This is an optimization exercise on Yosys and OpenROAD, whose aim is small area, a short achievable clock period and few clock cycles per item, not a production implementation.

==> v3: inputs <==
==> flow/design.v <==
module SQRTLOG #(parameter NBITS = 20, M = 10, N = 10)
              (input logic clock, reset,
               input logic [1:0] op,
               input logic [NBITS-1:0] data_in,
               output logic done,
               output logic [NBITS-1:0] data_out);
  logic [16:0] w;
  logic [1:0]  pr;      
  logic [1:0]  opr;     
  logic [3:0]  cnt;     
  logic [19:0] n16, n8, n4, n2, n1;
  logic [4:0]  lz;
  always_comb begin
    lz[4] = ~|data_in[19:4];
    n16   = lz[4] ? {data_in[3:0], 16'd0} : data_in;
    lz[3] = ~|n16[19:12];
    n8    = lz[3] ? {n16[11:0], 8'd0} : n16;
    lz[2] = ~|n8[19:16];
    n4    = lz[2] ? {n8[15:0], 4'd0} : n8;
    lz[1] = ~|n4[19:18];
    n2    = lz[1] ? {n4[17:0], 2'd0} : n4;
    lz[0] = ~n2[19];
    n1    = lz[0] ? {n2[18:0], 1'b0} : n2;
  end
  logic [9:0] f0;
  assign f0 = n1[18:9];                         
  logic [24:0] a0;
  logic [13:0] t308, t710;
  always_comb begin
    case (lz)
      5'd0: begin t308 = 14'h0ad4; t710 = 14'h18f6; end
      5'd1: begin t308 = 14'h09a0; t710 = 14'h1630; end
      5'd2: begin t308 = 14'h086c; t710 = 14'h136a; end
      5'd3: begin t308 = 14'h0738; t710 = 14'h10a4; end
      5'd4: begin t308 = 14'h0604; t710 = 14'h0dde; end
      5'd5: begin t308 = 14'h04d0; t710 = 14'h0b18; end
      5'd6: begin t308 = 14'h039c; t710 = 14'h0852; end
      5'd7: begin t308 = 14'h0268; t710 = 14'h058c; end
      5'd8: begin t308 = 14'h0134; t710 = 14'h02c6; end
      5'd9: begin t308 = 14'h0000; t710 = 14'h0000; end
      5'd10: begin t308 = 14'h3ecc; t710 = 14'h3d3a; end
      5'd11: begin t308 = 14'h3d98; t710 = 14'h3a74; end
      5'd12: begin t308 = 14'h3c64; t710 = 14'h37ae; end
      5'd13: begin t308 = 14'h3b30; t710 = 14'h34e8; end
      5'd14: begin t308 = 14'h39fc; t710 = 14'h3222; end
      5'd15: begin t308 = 14'h38c8; t710 = 14'h2f5c; end
      5'd16: begin t308 = 14'h3794; t710 = 14'h2c96; end
      5'd17: begin t308 = 14'h3660; t710 = 14'h29d0; end
      5'd18: begin t308 = 14'h352c; t710 = 14'h270a; end
      5'd19: begin t308 = 14'h33f8; t710 = 14'h2444; end
      default: begin t308 = 'x; t710 = 'x; end
    endcase
    case (op)
      2'd2:    a0 = {{11{t308[13]}}, t308};
      2'd3:    a0 = {{11{t710[13]}}, t710};
      default: a0 = {15'($signed(6'sd9 - $signed({1'b0, lz}))), 10'd0};
    endcase
  end
  logic        podd, nz;
  logic [3:0]  top4, cur2;
  logic [4:0]  pos;
  logic [3:0]  cnt_sq0;
  logic [16:0] r0;
  logic [19:0] q0;
  assign podd    = ~lz[0];
  assign nz      = n1[19];
  assign top4    = podd ? {1'b1, f0[9:7]} : {2'b01, f0[9:8]};
  assign cur2    = {top4[3:2] - 2'd1, top4[1:0]};
  assign pos     = 5'd19 - lz;
  assign cnt_sq0 = 4'd3 + {1'b0, pos[4:2], pos[1]};
  always_comb begin
    if (!nz) begin
      r0 = '0; q0 = '0;
    end else if (cur2 >= 4'd5) begin
      r0 = {13'd0, cur2 - 4'd5}; q0 = 20'd3;
    end else begin
      r0 = {13'd0, cur2}; q0 = 20'd2;
    end
  end
  logic [16:0] rn;
  logic        qb;
  assign rn = {w[14:0], pr} + {data_out[14:0] ^ {15{~w[16]}}, 2'b11};
  assign qb = ~rn[16];
  logic [1:0] prn;
  always_comb begin
    prn = 2'b00;
    for (int j = 5; j < 15; j++)
      if (cnt == 4'(j + 1)) prn = data_in[2*j-9 -: 2];
  end
  logic [11:0] s;
  logic        b;
  sqstep u_sq (.f(w[9:0]), .s(s));
  assign b = s[11] | s[10];
  logic [24:0] a2, a2k;
  logic [9:0]  kk;
  logic [10:0] c;
  logic        ci;
  assign kk = (opr == 2'd2) ? 10'd308 : (opr == 2'd3) ? 10'd710 : 10'd0;
  assign a2 = {w[13:10], data_out, 1'b0};
  always_comb begin
    c[0] = 1'b0;
    for (int i = 0; i < 10; i++) begin
      a2k[i] = a2[i] ^ kk[i] ^ c[i];
      c[i+1] = kk[i] ? (a2[i] | c[i]) : (a2[i] & c[i]);
    end
    ci = c[10] | (opr == 2'd1);
    for (int i = 10; i < 25; i++)
      a2k[i] = a2[i] ^ (ci & (&(a2[24:10] | (15'h7fff << (i - 10)))));
  end
  logic [19:0] d0, d1;
  logic [16:0] w0, w1;
  always_comb begin
    if (reset) begin
      if (op == 2'd0) begin
        w0 = r0;
        d0 = q0;
      end else begin
        w0 = {2'b00, a0[24:20], f0};
        d0 = a0[19:0];
      end
      w1 = w0; d1 = d0;
    end else if (opr == 2'd0) begin
      w0 = rn;
      w1 = rn;
      d0 = done ? data_out : {data_out[18:0], qb};
      d1 = d0;
    end else begin
      w0 = {2'b00, a2[24:20],  s[9:0]};
      w1 = {2'b00, a2k[24:20], s[11], s[9:1]};
      if (done) begin
        d0 = data_out;
        d1 = data_out;
      end else if (cnt == 4'd0) begin
        d0 = {{5{a2[24]}}, a2[24:10]};
        d1 = {{5{a2k[24]}}, a2k[24:10]};
      end else begin
        d0 = a2[19:0];
        d1 = a2k[19:0];
      end
    end
  end
  always_ff @(posedge clock) begin
    w        <= b ? w1 : w0;
    data_out <= b ? d1 : d0;
    if (reset) begin
      done <= (op != 2'd0) && (f0 == 10'd0);
      pr   <= podd ? f0[6:5] : f0[7:6];
      opr  <= op;
      cnt  <= (op == 2'd0) ? cnt_sq0 : 4'd9;
    end else begin
      cnt <= cnt - 4'd1;
      pr  <= prn;
      if (cnt == 4'd0) done <= 1'b1;
    end
  end
endmodule
module sqstep (input logic [9:0] f, output logic [11:0] s);
  logic t1;
  logic t2;
  logic t3;
  logic t4;
  logic t5;
  logic t6;
  logic t7;
  logic t8;
  logic t9;
  logic t10;
  logic t11;
  logic t12;
  logic t13;
  logic t14;
  logic t15;
  logic t16;
  logic t17;
  logic t18;
  logic t19;
  logic t20;
  logic t21;
  logic t22;
  logic t23;
  logic t24;
  logic t25;
  logic t26;
  logic t27;
  logic t28;
  logic t29;
  logic t30;
  logic t31;
  logic t32;
  logic t33;
  logic t34;
  logic t35;
  logic t36;
  logic t37;
  logic t38;
  logic t39;
  logic t40;
  logic t41;
  logic t42;
  logic t43;
  logic t44;
  logic t45;
  logic t46;
  logic t47;
  logic t48;
  logic t49;
  logic t50;
  logic t51;
  logic t52;
  logic t53;
  logic t54;
  logic t55;
  logic t56;
  logic t57;
  logic t58;
  logic t59;
  logic t60;
  logic t61;
  logic t62;
  logic t63;
  logic t64;
  logic t65;
  logic t66;
  logic t67;
  logic t68;
  logic t69;
  logic t70;
  logic t71;
  logic t72;
  assign t1 = (f[0] & f[7]) ^ (f[1] & f[6]);
  assign t2 = (f[0] & f[7]) & (f[1] & f[6]);
  assign t3 = (f[0] & f[8]) ^ (f[1] & f[7]);
  assign t4 = (f[0] & f[8]) & (f[1] & f[7]);
  assign t5 = (f[0] & f[9]) ^ (f[1] & f[8]) ^ (f[2] & f[7]);
  assign t6 = ((f[0] & f[9]) & (f[1] & f[8])) | ((f[0] & f[9]) & (f[2] & f[7])) | ((f[1] & f[8]) & (f[2] & f[7]));
  assign t7 = (f[3] & f[6]) ^ (f[4] & f[5]);
  assign t8 = (f[3] & f[6]) & (f[4] & f[5]);
  assign t9 = f[0] ^ (f[1] & f[9]) ^ (f[2] & f[8]);
  assign t10 = (f[0] & (f[1] & f[9])) | (f[0] & (f[2] & f[8])) | ((f[1] & f[9]) & (f[2] & f[8]));
  assign t11 = (f[3] & f[7]) ^ (f[4] & f[6]);
  assign t12 = (f[3] & f[7]) & (f[4] & f[6]);
  assign t13 = f[1] ^ (f[2] & f[9]) ^ (f[3] & f[8]);
  assign t14 = (f[1] & (f[2] & f[9])) | (f[1] & (f[3] & f[8])) | ((f[2] & f[9]) & (f[3] & f[8]));
  assign t15 = (f[4] & f[7]) ^ (f[5] & f[6]) ^ f[6];
  assign t16 = ((f[4] & f[7]) & (f[5] & f[6])) | ((f[4] & f[7]) & f[6]) | ((f[5] & f[6]) & f[6]);
  assign t17 = f[2] ^ (f[3] & f[9]) ^ (f[4] & f[8]);
  assign t18 = (f[2] & (f[3] & f[9])) | (f[2] & (f[4] & f[8])) | ((f[3] & f[9]) & (f[4] & f[8]));
  assign t19 = f[3] ^ (f[4] & f[9]) ^ (f[5] & f[8]);
  assign t20 = (f[3] & (f[4] & f[9])) | (f[3] & (f[5] & f[8])) | ((f[4] & f[9]) & (f[5] & f[8]));
  assign t21 = (f[0] & f[5]) ^ (f[1] & f[4]);
  assign t22 = (f[0] & f[5]) & (f[1] & f[4]);
  assign t23 = (f[0] & f[6]) ^ (f[1] & f[5]);
  assign t24 = (f[0] & f[6]) & (f[1] & f[5]);
  assign t25 = t1 ^ (f[2] & f[5]) ^ (f[3] & f[4]);
  assign t26 = (t1 & (f[2] & f[5])) | (t1 & (f[3] & f[4])) | ((f[2] & f[5]) & (f[3] & f[4]));
  assign t27 = t3 ^ (f[2] & f[6]) ^ (f[3] & f[5]);
  assign t28 = (t3 & (f[2] & f[6])) | (t3 & (f[3] & f[5])) | ((f[2] & f[6]) & (f[3] & f[5]));
  assign t29 = t5 ^ t7 ^ f[5];
  assign t30 = (t5 & t7) | (t5 & f[5]) | (t7 & f[5]);
  assign t31 = t9 ^ t11 ^ t6;
  assign t32 = (t9 & t11) | (t9 & t6) | (t11 & t6);
  assign t33 = t13 ^ t15 ^ t10;
  assign t34 = (t13 & t15) | (t13 & t10) | (t15 & t10);
  assign t35 = t17 ^ (f[5] & f[7]) ^ t14;
  assign t36 = (t17 & (f[5] & f[7])) | (t17 & t14) | ((f[5] & f[7]) & t14);
  assign t37 = t19 ^ (f[6] & f[7]) ^ f[7];
  assign t38 = (t19 & (f[6] & f[7])) | (t19 & f[7]) | ((f[6] & f[7]) & f[7]);
  assign t39 = f[4] ^ (f[5] & f[9]) ^ (f[6] & f[8]);
  assign t40 = (f[4] & (f[5] & f[9])) | (f[4] & (f[6] & f[8])) | ((f[5] & f[9]) & (f[6] & f[8]));
  assign t41 = f[5] ^ (f[6] & f[9]) ^ (f[7] & f[8]);
  assign t42 = (f[5] & (f[6] & f[9])) | (f[5] & (f[7] & f[8])) | ((f[6] & f[9]) & (f[7] & f[8]));
  assign t43 = (f[0] & f[3]) ^ (f[1] & f[2]);
  assign t44 = (f[0] & f[3]) & (f[1] & f[2]);
  assign t45 = (f[0] & f[4]) ^ (f[1] & f[3]);
  assign t46 = (f[0] & f[4]) & (f[1] & f[3]);
  assign t47 = t21 ^ (f[2] & f[3]) ^ f[3];
  assign t48 = (t21 & (f[2] & f[3])) | (t21 & f[3]) | ((f[2] & f[3]) & f[3]);
  assign t49 = t23 ^ (f[2] & f[4]) ^ t22;
  assign t50 = (t23 & (f[2] & f[4])) | (t23 & t22) | ((f[2] & f[4]) & t22);
  assign t51 = t25 ^ f[4] ^ t24;
  assign t52 = (t25 & f[4]) | (t25 & t24) | (f[4] & t24);
  assign t53 = t27 ^ t2 ^ t26;
  assign t54 = (t27 & t2) | (t27 & t26) | (t2 & t26);
  assign t55 = t29 ^ t4 ^ t28;
  assign t56 = (t29 & t4) | (t29 & t28) | (t4 & t28);
  assign t57 = t31 ^ t8 ^ t30;
  assign t58 = (t31 & t8) | (t31 & t30) | (t8 & t30);
  assign t59 = t33 ^ t12 ^ t32;
  assign t60 = (t33 & t12) | (t33 & t32) | (t12 & t32);
  assign t61 = t35 ^ t16 ^ t34;
  assign t62 = (t35 & t16) | (t35 & t34) | (t16 & t34);
  assign t63 = t37 ^ t18 ^ t36;
  assign t64 = (t37 & t18) | (t37 & t36) | (t18 & t36);
  assign t65 = t39 ^ t20 ^ t38;
  assign t66 = (t39 & t20) | (t39 & t38) | (t20 & t38);
  assign t67 = t41 ^ f[8] ^ t40;
  assign t68 = (t41 & f[8]) | (t41 & t40) | (f[8] & t40);
  assign t69 = f[6] ^ (f[7] & f[9]) ^ t42;
  assign t70 = (f[6] & (f[7] & f[9])) | (f[6] & t42) | ((f[7] & f[9]) & t42);
  assign t71 = f[7] ^ (f[8] & f[9]) ^ f[9];
  assign t72 = (f[7] & (f[8] & f[9])) | (f[7] & f[9]) | ((f[8] & f[9]) & f[9]);
  logic [20:0] ra, rb;
  logic [21:0] sum;
  assign ra = {f[9], f[8], t71, t69, t67, t65, t63, t61, t59, t57, t55, t53, t51, t49, t47, t45, t43, (f[0] & f[2]), (f[0] & f[1]), 1'b0, f[0]};
  assign rb = {1'b0, t72, t70, t68, t66, t64, t62, t60, t58, t56, t54, t52, t50, t48, t46, t44, f[2], 1'b0, f[1], 1'b0, 1'b0};
  assign sum = ra + rb;
  assign s = sum[21:10];
endmodule
==> flow/run.sh <==
#!/bin/bash
# synth_recipe.tcl (not shown) runs the flow's synth.tcl, then flattens the netlist and writes it again
# the make line also repeats each setting of config.mk as NAME=value (left out here)
make -C /OpenROAD-flow-scripts/flow DESIGN_CONFIG=/design/flow/config.mk WORK_HOME=/design/flow/orfs CLKGATE_MAP_FILE= SYNTH_SCRIPT=/design/flow/synth_recipe.tcl finish
==> flow/config.mk <==
export PLATFORM = sky130hd
export DESIGN_NAME = SQRTLOG
export DESIGN_NICKNAME = SQRTLOG
export VERILOG_FILES = /design/flow/design.v
export SDC_FILE = /design/flow/constraint.sdc
export NUM_CORES = 4
export LEC_CHECK = 0
export CAP_MARGIN = 20
export CORE_MARGIN = 2
export CORE_UTILIZATION = 40
export SETUP_SLACK_MARGIN = 4
export SLEW_MARGIN = 20
==> flow/constraint.sdc <==
create_clock -name core_clock -period 8.0 [get_ports {clock}]
set_input_delay 1.6000 -clock core_clock [delete_from_list [all_inputs] [get_ports {clock}]]
set_output_delay 1.6000 -clock core_clock [all_outputs]
set_load 0.01 [all_outputs]
==> v39: changes against v3 <==
--- a/flow/design.v
+++ b/flow/design.v
@@ -6,5 +6,6 @@
                output logic [NBITS-1:0] data_out);
-  logic [16:0] w;
+  logic [9:0]  f;       
+  logic [3:0]  ext;     
+  logic [16:0] r;       
   logic [1:0]  pr;      
-  logic [1:0]  opr;     
   logic [3:0]  cnt;     
@@ -26,3 +27,3 @@
   assign f0 = n1[18:9];                         
-  logic [24:0] a0;
+  logic [23:0] a0;
   logic [13:0] t308, t710;
@@ -53,5 +54,5 @@
     case (op)
-      2'd2:    a0 = {{11{t308[13]}}, t308};
-      2'd3:    a0 = {{11{t710[13]}}, t710};
-      default: a0 = {15'($signed(6'sd9 - $signed({1'b0, lz}))), 10'd0};
+      2'd2:    a0 = {{10{t308[13]}}, t308};
+      2'd3:    a0 = {{10{t710[13]}}, t710};
+      default: a0 = 24'($signed(6'sd9 - $signed({1'b0, lz})));
     endcase
@@ -59,26 +60,13 @@
   logic        podd, nz;
-  logic [3:0]  top4, cur2;
-  logic [4:0]  pos;
   logic [3:0]  cnt_sq0;
-  logic [16:0] r0;
-  logic [19:0] q0;
   assign podd    = ~lz[0];
   assign nz      = n1[19];
-  assign top4    = podd ? {1'b1, f0[9:7]} : {2'b01, f0[9:8]};
-  assign cur2    = {top4[3:2] - 2'd1, top4[1:0]};
+  logic [4:0]  pos;
   assign pos     = 5'd19 - lz;
-  assign cnt_sq0 = 4'd3 + {1'b0, pos[4:2], pos[1]};
-  always_comb begin
-    if (!nz) begin
-      r0 = '0; q0 = '0;
-    end else if (cur2 >= 4'd5) begin
-      r0 = {13'd0, cur2 - 4'd5}; q0 = 20'd3;
-    end else begin
-      r0 = {13'd0, cur2}; q0 = 20'd2;
-    end
-  end
-  logic [16:0] rn;
+  assign cnt_sq0 = 4'd4 + {1'b0, pos[4:2], pos[1]};
+  logic [18:0] cur, diff;
   logic        qb;
-  assign rn = {w[14:0], pr} + {data_out[14:0] ^ {15{~w[16]}}, 2'b11};
-  assign qb = ~rn[16];
+  assign cur  = {r, pr};
+  assign diff = cur - {data_out[16:0], 2'b01};
+  assign qb   = ~diff[18];
   logic [1:0] prn;
@@ -91,10 +79,13 @@
   logic        b;
-  sqstep u_sq (.f(w[9:0]), .s(s));
-  assign b = s[11] | s[10];
-  logic [24:0] a2, a2k;
+  logic [9:0]  fn;
+  sqstep u_sq (.f(f), .s(s));
+  assign b  = s[11] | s[10];
+  assign fn = b ? {s[11], s[9:1]} : s[9:0];
+  logic [23:0] acc, a2, a2k, an;
   logic [9:0]  kk;
   logic [10:0] c;
-  logic        ci;
-  assign kk = (opr == 2'd2) ? 10'd308 : (opr == 2'd3) ? 10'd710 : 10'd0;
-  assign a2 = {w[13:10], data_out, 1'b0};
+  logic [24:10] ic;
+  assign kk  = (op == 2'd2) ? 10'd308 : (op == 2'd3) ? 10'd710 : 10'd1;
+  assign acc = {ext, data_out};
+  assign a2  = {acc[22:0], 1'b0};
   always_comb begin
@@ -105,46 +96,22 @@
     end
-    ci = c[10] | (opr == 2'd1);
-    for (int i = 10; i < 25; i++)
-      a2k[i] = a2[i] ^ (ci & (&(a2[24:10] | (15'h7fff << (i - 10)))));
-  end
-  logic [19:0] d0, d1;
-  logic [16:0] w0, w1;
-  always_comb begin
+    ic[10] = c[10];
+    for (int i = 10; i < 24; i++) begin
+      a2k[i] = a2[i] ^ ic[i];
+      ic[i+1] = ic[i] & a2[i];
+    end
+  end
+  assign an = b ? a2k : a2;
+  always_ff @(posedge clock) begin
     if (reset) begin
+      done <= 1'b0;
+      f    <= f0;
+      r    <= podd ? {15'd0, f0[9], ~f0[9]} : 17'd0;
+      pr   <= podd ? f0[8:7] : f0[9:8];
       if (op == 2'd0) begin
-        w0 = r0;
-        d0 = q0;
+        data_out <= {19'd0, nz};
+        cnt      <= cnt_sq0;
       end else begin
-        w0 = {2'b00, a0[24:20], f0};
-        d0 = a0[19:0];
+        {ext, data_out} <= a0;
+        cnt      <= 4'd9;
       end
-      w1 = w0; d1 = d0;
-    end else if (opr == 2'd0) begin
-      w0 = rn;
-      w1 = rn;
-      d0 = done ? data_out : {data_out[18:0], qb};
-      d1 = d0;
-    end else begin
-      w0 = {2'b00, a2[24:20],  s[9:0]};
-      w1 = {2'b00, a2k[24:20], s[11], s[9:1]};
-      if (done) begin
-        d0 = data_out;
-        d1 = data_out;
-      end else if (cnt == 4'd0) begin
-        d0 = {{5{a2[24]}}, a2[24:10]};
-        d1 = {{5{a2k[24]}}, a2k[24:10]};
-      end else begin
-        d0 = a2[19:0];
-        d1 = a2k[19:0];
-      end
-    end
-  end
-  always_ff @(posedge clock) begin
-    w        <= b ? w1 : w0;
-    data_out <= b ? d1 : d0;
-    if (reset) begin
-      done <= (op != 2'd0) && (f0 == 10'd0);
-      pr   <= podd ? f0[6:5] : f0[7:6];
-      opr  <= op;
-      cnt  <= (op == 2'd0) ? cnt_sq0 : 4'd9;
     end else begin
@@ -152,3 +119,14 @@
       pr  <= prn;
-      if (cnt == 4'd0) done <= 1'b1;
+      f   <= fn;
+      r   <= qb ? diff[16:0] : cur[16:0];
+      ext <= an[23:20];
+      if (!done) begin
+        if (cnt == 4'd0) done <= 1'b1;
+        if (op == 2'd0)
+          data_out <= {data_out[18:0], qb};
+        else if (cnt == 4'd0)
+          data_out <= (op == 2'd1) ? an[19:0] : {{6{an[23]}}, an[23:10]};
+        else
+          data_out <= an[19:0];
+      end
     end
Settings changed: ABC_CLOCK_PERIOD_IN_PS set to 4000, SETUP_SLACK_MARGIN 4 to 3.5.
==> notes.md <==
In v39 the via count is smaller than in v3, by 15%.
In v39 the clock-buffer cell count is higher than in v3, by 3.
Function was not checked in any run of this note: the RTL went through the layout flow alone.

[re-timing with driven ports]
No port has a modelled driver above. Below, the same layouts with a new extraction and two added sets of constraints.
Step 1 sets driving cells, clkbuf_16 on the clock port and buf_2 on the other inputs (assumed; they add their load-dependent delay and slew).
Step 2 also shifts input and output timing later by t, the mid clock arrival at the registers, as if the neighbouring blocks saw the same clock.
a / b / c = ideal / step 1 / step 2; a / b = the first two.
| run | t, ns | setup WS [ns] | hold slack, ns | worst slew at a driven data input, ns |
|---|---|---|---|---|
| v3 | 0.350 | 3.253 / 3.259 / 2.908 | 0.618 / 0.618 / 0.618 | 0.05 |
| v39 | 0.386 | 1.958 / 1.959 / 1.573 | 0.458 / 0.458 / 0.458 | 0.05 |
After both steps every run listed still meets setup and hold. For v39, which loses most, drivers alone change the setup slack by +0.001 ns; drivers and shift together by -0.385 ns.
